This is an optimization exercise on Yosys and OpenROAD, whose aim is small area, a short achievable clock period and few clock cycles, not a production implementation. Only simulation tests tie the RTL to the original design; equivalence was not proved.

==> wip/harbor <==
Design gemv_top, start of the top module:
module gemv_top (
    input  logic        clk,
    input  logic        rst,
    input  logic        start,
    input  logic [9:0]  rows,
    input  logic [9:0]  cols,
    input  logic        x_tile_valid,
    input  logic [63:0] x_tile_in,
    output logic        x_tile_ready,
    input  logic        bias_tile_valid,
    input  logic [63:0] bias_tile_in,
    output logic        bias_tile_ready,
    input  logic        w_valid,
    input  logic [63:0] w_tile_row_in,
    output logic        w_ready,
    output logic        y_tile_valid,
    output logic [63:0] y_tile_out,
    output logic [9:0]  y_tile_idx,
    input  logic        y_tile_ready,
    output logic        tile_done,
    output logic        done
);
    logic xrdy, wrdy, brdy, yvld;
    logic xsel, wsel, bsel, ysel;
    wire  xf = x_tile_valid & xsel;
    wire  wf = w_valid & wsel;
    wire  bf = bias_tile_valid & bsel;
    wire  yf = ysel & y_tile_ready;
    assign x_tile_ready    = xrdy;
    assign w_ready         = wrdy;
    assign bias_tile_ready = brdy;
    assign y_tile_valid    = yvld;
    logic       busy, cfg;
    logic [7:0] cq;          
    logic [6:0] rq;          
    logic [3:0] ntm1;        
    logic [3:0] lm1;         
    logic       u7, u4, u2, u1;    
    logic [5:0] rm1;         
    logic [3:0] nbt;         
    logic [7:0] lmask;       
    wire [7:0] cm1_c  = cq - 8'd1;
    wire [6:0] rm1_c  = rq - 7'd1;
    wire [3:0] ntm1_c = cm1_c[6:3];
    wire [3:0] lm1_c  = (ntm1_c == 4'd0) ? 4'd1 : ntm1_c;
    wire [3:0] d_c    = lm1_c - 4'd1;                
    wire       u7_c   = (d_c >= 4'd7);
    wire [3:0] r_c    = u7_c ? d_c - 4'd7 : d_c;
    logic [7:0] lmask_c;
    always_comb begin
        for (int e = 0; e < 8; e++) lmask_c[e] = (3'(e) <= cm1_c[2:0]);
    end
    logic [63:0] xr [0:15];
    logic [3:0]  ph, phn;    
    logic [4:0]  kx;         
    logic        xall;       
    logic [7:0]  xmk;        
    wire [63:0] m7 = u7 ? xr[8]  : xr[1];
    wire [63:0] m4 = u4 ? xr[12] : m7;
  ...
clock: 10.0 ns
lec_check: 0
cap_margin: 10
core_margin: 2
core_utilization: 55
cts_buf_list: sky130_fd_sc_hd__clkbuf_8 sky130_fd_sc_hd__clkbuf_16
cts_cluster_diameter: 60
cts_cluster_size: 35
slew_margin: 10
standard.sh (not shown) runs the stock make flow with config.mk's settings and CLKGATE_MAP_FILE= SYNTH_SCRIPT=/design/flow/synth_recipe.tcl, a recipe that flattens the netlist after the stock synthesis.
==> flow/flow/run.sh <==
#!/bin/bash
# Layout flow: the standard layout (standard.sh, standard synthesis
# unchanged), with timing repair aimed at a tighter setup slack than the flow
# settings allow, gate sizing not limited to cells of the same footprint, and
# the port buffers made with buf_1 (upsized by the repair where needed). The make output goes to flow_standard.log;
# ORFS's own step logs stay under orfs/logs.
set -euo pipefail
bash standard.sh SETUP_SLACK_MARGIN=6.6 MATCH_CELL_FOOTPRINT=0 \
    "BUFFER_PORTS_ARGS=-buffer_cell sky130_fd_sc_hd__buf_1" finish > flow_standard.log 2>&1
==> inputs of wip/zinc, as changes to wip/harbor <==
--- a/flow/design.v
+++ b/flow/design.v
@@ -1194,13 +1194,13 @@
             qph <= 1'b0; ecnt <= '0; qi <= '0; tx <= '0;
             qv1 <= 1'b0; qv2 <= 1'b0; qv3 <= 1'b0; acomp <= 1'b0;
         end else begin
             done <= 1'b0;
             cfg  <= 1'b0;
             if (~busy) begin
-                xrdy <= 1'b0; brdy <= 1'b0;
+                xrdy <= 1'b0; wrdy <= 1'b0; brdy <= 1'b0;
                 if (start) begin
                     busy <= 1'b1;
                     cfg  <= 1'b1;
                 end
             end else if (cfg) begin
                 xrdy <= 1'b1;
@@ -1217,21 +1217,23 @@
                 xrdy <= xrdy_n;
                 if (wf) begin
                     tw <= twi;
                     rw <= rwi;
                 end
                 wact <= wact & ~(wf & w_end);
+                wrdy <= wrdy_n;
                 brd  <= brd + {3'd0, bf};
                 brdy <= brdy_n;
                 if (wf & w_end) ecnt <= 3'd1;
                 else if (ecnt != 3'd0 && ecnt != 3'd5) ecnt <= ecnt + 3'd1;
                 if (ecnt == 3'd4) qph <= 1'b1;
                 qi  <= qi_n;
                 iss <= iss_n;
                 sh  <= (v2 & l2) | (ecnt == 3'd3) | iss_n;    
                 if (yf) tx <= tx + 4'd1;
+                yvld <= yvld_n;
                 if (ymove) acomp <= 1'b0;
                 if (qv3 & ((qs3 == 3'd7) | ql3)) acomp <= 1'b1;
                 if (yf & ylast) begin
                     busy <= 1'b0;
                     done <= 1'b1;
                 end
@@ -1239,14 +1241,12 @@
                 dinit <= mku;
                 if (dinit) dcnt <= nit;
                 else if (dcnt != 5'd0) dcnt <= dcnt - 5'd1;
             end
             v1  <= wf;
             v2  <= v1;
-            wrdy <= busy & ~cfg & wrdy_n;    
-            yvld <= yvld_n;
             rd3 <= v2 & l2;
             rd4 <= rd3;
             qv1 <= iss;
             qv2 <= qv1;
             qv3 <= qv2;
         end
==> flow/flow/run.sh (replaced) <==
#!/bin/bash
# Layout flow: the standard layout (standard.sh, standard synthesis
# unchanged), with timing repair aimed at a tighter setup slack than the flow
# settings allow, gate sizing not limited to cells of the same footprint, and
# the port buffers made with buf_1 (upsized by the repair where needed). The make output goes to flow_standard.log;
# ORFS's own step logs stay under orfs/logs.
set -euo pipefail
bash standard.sh SETUP_SLACK_MARGIN=6.4 MATCH_CELL_FOOTPRINT=0 \
    "BUFFER_PORTS_ARGS=-buffer_cell sky130_fd_sc_hd__buf_1" finish > flow_standard.log 2>&1
==> flow/config.mk (replaced) <==
export PLATFORM = sky130hd
export DESIGN_NAME = gemv_top
export DESIGN_NICKNAME = gemv_top
export VERILOG_FILES = /design/flow/design.v
export SDC_FILE = /design/flow/constraint.sdc
export NUM_CORES = 4
export LEC_CHECK = 0
export CAP_MARGIN = 20
export CORE_MARGIN = 2
export CORE_UTILIZATION = 55
export CTS_BUF_LIST = sky130_fd_sc_hd__clkbuf_8 sky130_fd_sc_hd__clkbuf_16
export CTS_CLUSTER_DIAMETER = 55
export CTS_CLUSTER_SIZE = 30
export SLEW_MARGIN = 20
==> inputs of wip/violet, as changes to wip/harbor <==
--- a/flow/design.v
+++ b/flow/design.v
@@ -1126,15 +1126,12 @@
     logic [39:0] qe;
     logic        qv1, ql1;
     logic [2:0]  qs1;
     logic [31:0] qs, qc, qd, qf, qs_n, qc_n, qd_n, qf_n;
     logic        qv2, ql2;
     logic [2:0]  qs2;
-    logic        qv3, ql3;
-    logic [2:0]  qs3;
-    logic [7:0]  yb3;
     logic [63:0] asm_r;
     logic        acomp;
     logic [63:0] yout;
     logic [3:0]  yidx;
     logic        ylast;      
     function automatic [39:0] booth8(input [22:0] a);
@@ -1168,39 +1165,36 @@
     always_ff @(posedge clk) begin
         if (iss) qe <= booth8(head);
         qs <= qs_n;
         qc <= qc_n;
         qd <= qd_n;
         qf <= qf_n;
-        yb3 <= ybyte;
-        if (qv3) asm_r[8*qs3 +: 8] <= yb3;
+        if (qv2) asm_r[8*qs2 +: 8] <= ybyte;
         if (ymove) yout <= asm_r;
         qs1 <= qi[2:0];
         ql1 <= (qi[5:0] == rm1);
         qs2 <= qs1;
         ql2 <= ql1;
-        qs3 <= qs2;
-        ql3 <= ql2;
     end
     always_ff @(posedge clk or posedge rst) begin
         if (rst) begin
             busy <= 1'b0; cfg <= 1'b0;
             done <= 1'b0;
             xrdy <= 1'b0; wrdy <= 1'b0; brdy <= 1'b0; yvld <= 1'b0;
             kx <= '0; xall <= 1'b0;
             tw <= '0; rw <= '0; wact <= 1'b0; brd <= '0;
             iss <= 1'b0; sh <= 1'b0;
             v1 <= 1'b0; v2 <= 1'b0; rd3 <= 1'b0; rd4 <= 1'b0;
             mku <= 1'b0; dinit <= 1'b0; dcnt <= '0;
             qph <= 1'b0; ecnt <= '0; qi <= '0; tx <= '0;
-            qv1 <= 1'b0; qv2 <= 1'b0; qv3 <= 1'b0; acomp <= 1'b0;
+            qv1 <= 1'b0; qv2 <= 1'b0; acomp <= 1'b0;
         end else begin
             done <= 1'b0;
             cfg  <= 1'b0;
             if (~busy) begin
-                xrdy <= 1'b0; brdy <= 1'b0;
+                xrdy <= 1'b0; wrdy <= 1'b0; brdy <= 1'b0;
                 if (start) begin
                     busy <= 1'b1;
                     cfg  <= 1'b1;
                 end
             end else if (cfg) begin
                 xrdy <= 1'b1;
@@ -1217,41 +1211,40 @@
                 xrdy <= xrdy_n;
                 if (wf) begin
                     tw <= twi;
                     rw <= rwi;
                 end
                 wact <= wact & ~(wf & w_end);
+                wrdy <= wrdy_n;
                 brd  <= brd + {3'd0, bf};
                 brdy <= brdy_n;
                 if (wf & w_end) ecnt <= 3'd1;
                 else if (ecnt != 3'd0 && ecnt != 3'd5) ecnt <= ecnt + 3'd1;
                 if (ecnt == 3'd4) qph <= 1'b1;
                 qi  <= qi_n;
                 iss <= iss_n;
                 sh  <= (v2 & l2) | (ecnt == 3'd3) | iss_n;    
                 if (yf) tx <= tx + 4'd1;
+                yvld <= yvld_n;
                 if (ymove) acomp <= 1'b0;
-                if (qv3 & ((qs3 == 3'd7) | ql3)) acomp <= 1'b1;
+                if (qv2 & ((qs2 == 3'd7) | ql2)) acomp <= 1'b1;
                 if (yf & ylast) begin
                     busy <= 1'b0;
                     done <= 1'b1;
                 end
                 mku   <= kup;
                 dinit <= mku;
                 if (dinit) dcnt <= nit;
                 else if (dcnt != 5'd0) dcnt <= dcnt - 5'd1;
             end
             v1  <= wf;
             v2  <= v1;
-            wrdy <= busy & ~cfg & wrdy_n;    
-            yvld <= yvld_n;
             rd3 <= v2 & l2;
             rd4 <= rd3;
             qv1 <= iss;
             qv2 <= qv1;
-            qv3 <= qv2;
         end
     end
     always_ff @(posedge clk) begin
         if (~busy) begin
             cq <= cols[7:0];
             rq <= rows[6:0];
==> flow/flow/run.sh (replaced) <==
#!/bin/bash
# Layout flow: the standard layout (standard.sh, standard synthesis
# unchanged), with timing repair aimed at a tighter setup slack than the flow
# settings allow, gate sizing not limited to cells of the same footprint, and
# the port buffers made with buf_1 (upsized by the repair where needed). The make output goes to flow_standard.log;
# ORFS's own step logs stay under orfs/logs.
set -euo pipefail
bash standard.sh SETUP_SLACK_MARGIN=6.4 MATCH_CELL_FOOTPRINT=0 \
    "BUFFER_PORTS_ARGS=-buffer_cell sky130_fd_sc_hd__buf_1" finish > flow_standard.log 2>&1
==> flow/config.mk (replaced) <==
export PLATFORM = sky130hd
export DESIGN_NAME = gemv_top
export DESIGN_NICKNAME = gemv_top
export VERILOG_FILES = /design/flow/design.v
export SDC_FILE = /design/flow/constraint.sdc
export NUM_CORES = 4
export LEC_CHECK = 0
export CAP_MARGIN = 20
export CORE_MARGIN = 2
export CORE_UTILIZATION = 55
export CTS_BUF_LIST = sky130_fd_sc_hd__clkbuf_8 sky130_fd_sc_hd__clkbuf_16
export CTS_CLUSTER_DIAMETER = 55
export CTS_CLUSTER_SIZE = 30
export SLEW_MARGIN = 20
==> summary of the runs <==
Against wip/violet, the clock-buffer cell count of wip/zinc is higher by 5.
The highest global-route usage belongs to wip/zinc, the lowest to wip/violet.
The highest non-clock buffer count belongs to wip/violet, the lowest to wip/zinc.
The lowest via count belongs to wip/harbor, the highest to wip/violet.
The highest first-iteration DRC count belongs to wip/violet, the lowest to wip/zinc.
In sequential cell count, wip/zinc and wip/harbor do not differ.
In wip/harbor the worst setup slack is lower than in wip/zinc, by 9.1 ps.
The highest clock skew belongs to wip/violet, the lowest to wip/harbor.
Die area: wip/violet < wip/harbor < wip/zinc.
Testbench counts of wip/harbor, summed over its fixed seeds: cycles 10,883.
Testbench counts of wip/zinc, summed over its fixed seeds: cycles 10,883.
Testbench counts of wip/violet, summed over its fixed seeds: cycles 10,859.

-- what the ideal ports hide --
How much do the figures lean on ideal ports? The routed layouts below were timed once more, with nothing changed but the port constraints.
Step 1: set_driving_cell puts a clkbuf_16 on clk and a buf_2 on each other input, an assumption about the parent block.
Step 2, shift: input delay + t, output delay - t, t = (earliest + latest rising clock arrival at the registers) / 2. This alone moves slack from input paths to output paths.
a / b / c = ideal / step 1 / step 2; a / b = the first two.
run | t (ns) | slack for setup (ns) | worst hold slack (ns) | clock arrival spread, ns | worst register clock-pin slew, ns
wip/harbor | 0.924 | 6.485 / 6.391 / 6.353 | 0.316 / 0.316 / 0.316 | 0.063 / 0.064 | 0.12 / 0.12
wip/zinc | 0.948 | 6.494 / 6.406 / 6.103 | 0.304 / 0.304 / 0.304 | 0.078 / 0.079 | 0.10 / 0.10
wip/violet | 0.929 | 6.148 / 6.148 / 6.147 | 0.305 / 0.305 / 0.305 | 0.084 / 0.084 | 0.11 / 0.11
After both steps every run listed still meets setup and hold. For wip/zinc, which loses most, drivers alone change the setup slack by -0.088 ns; drivers and shift together by -0.391 ns.
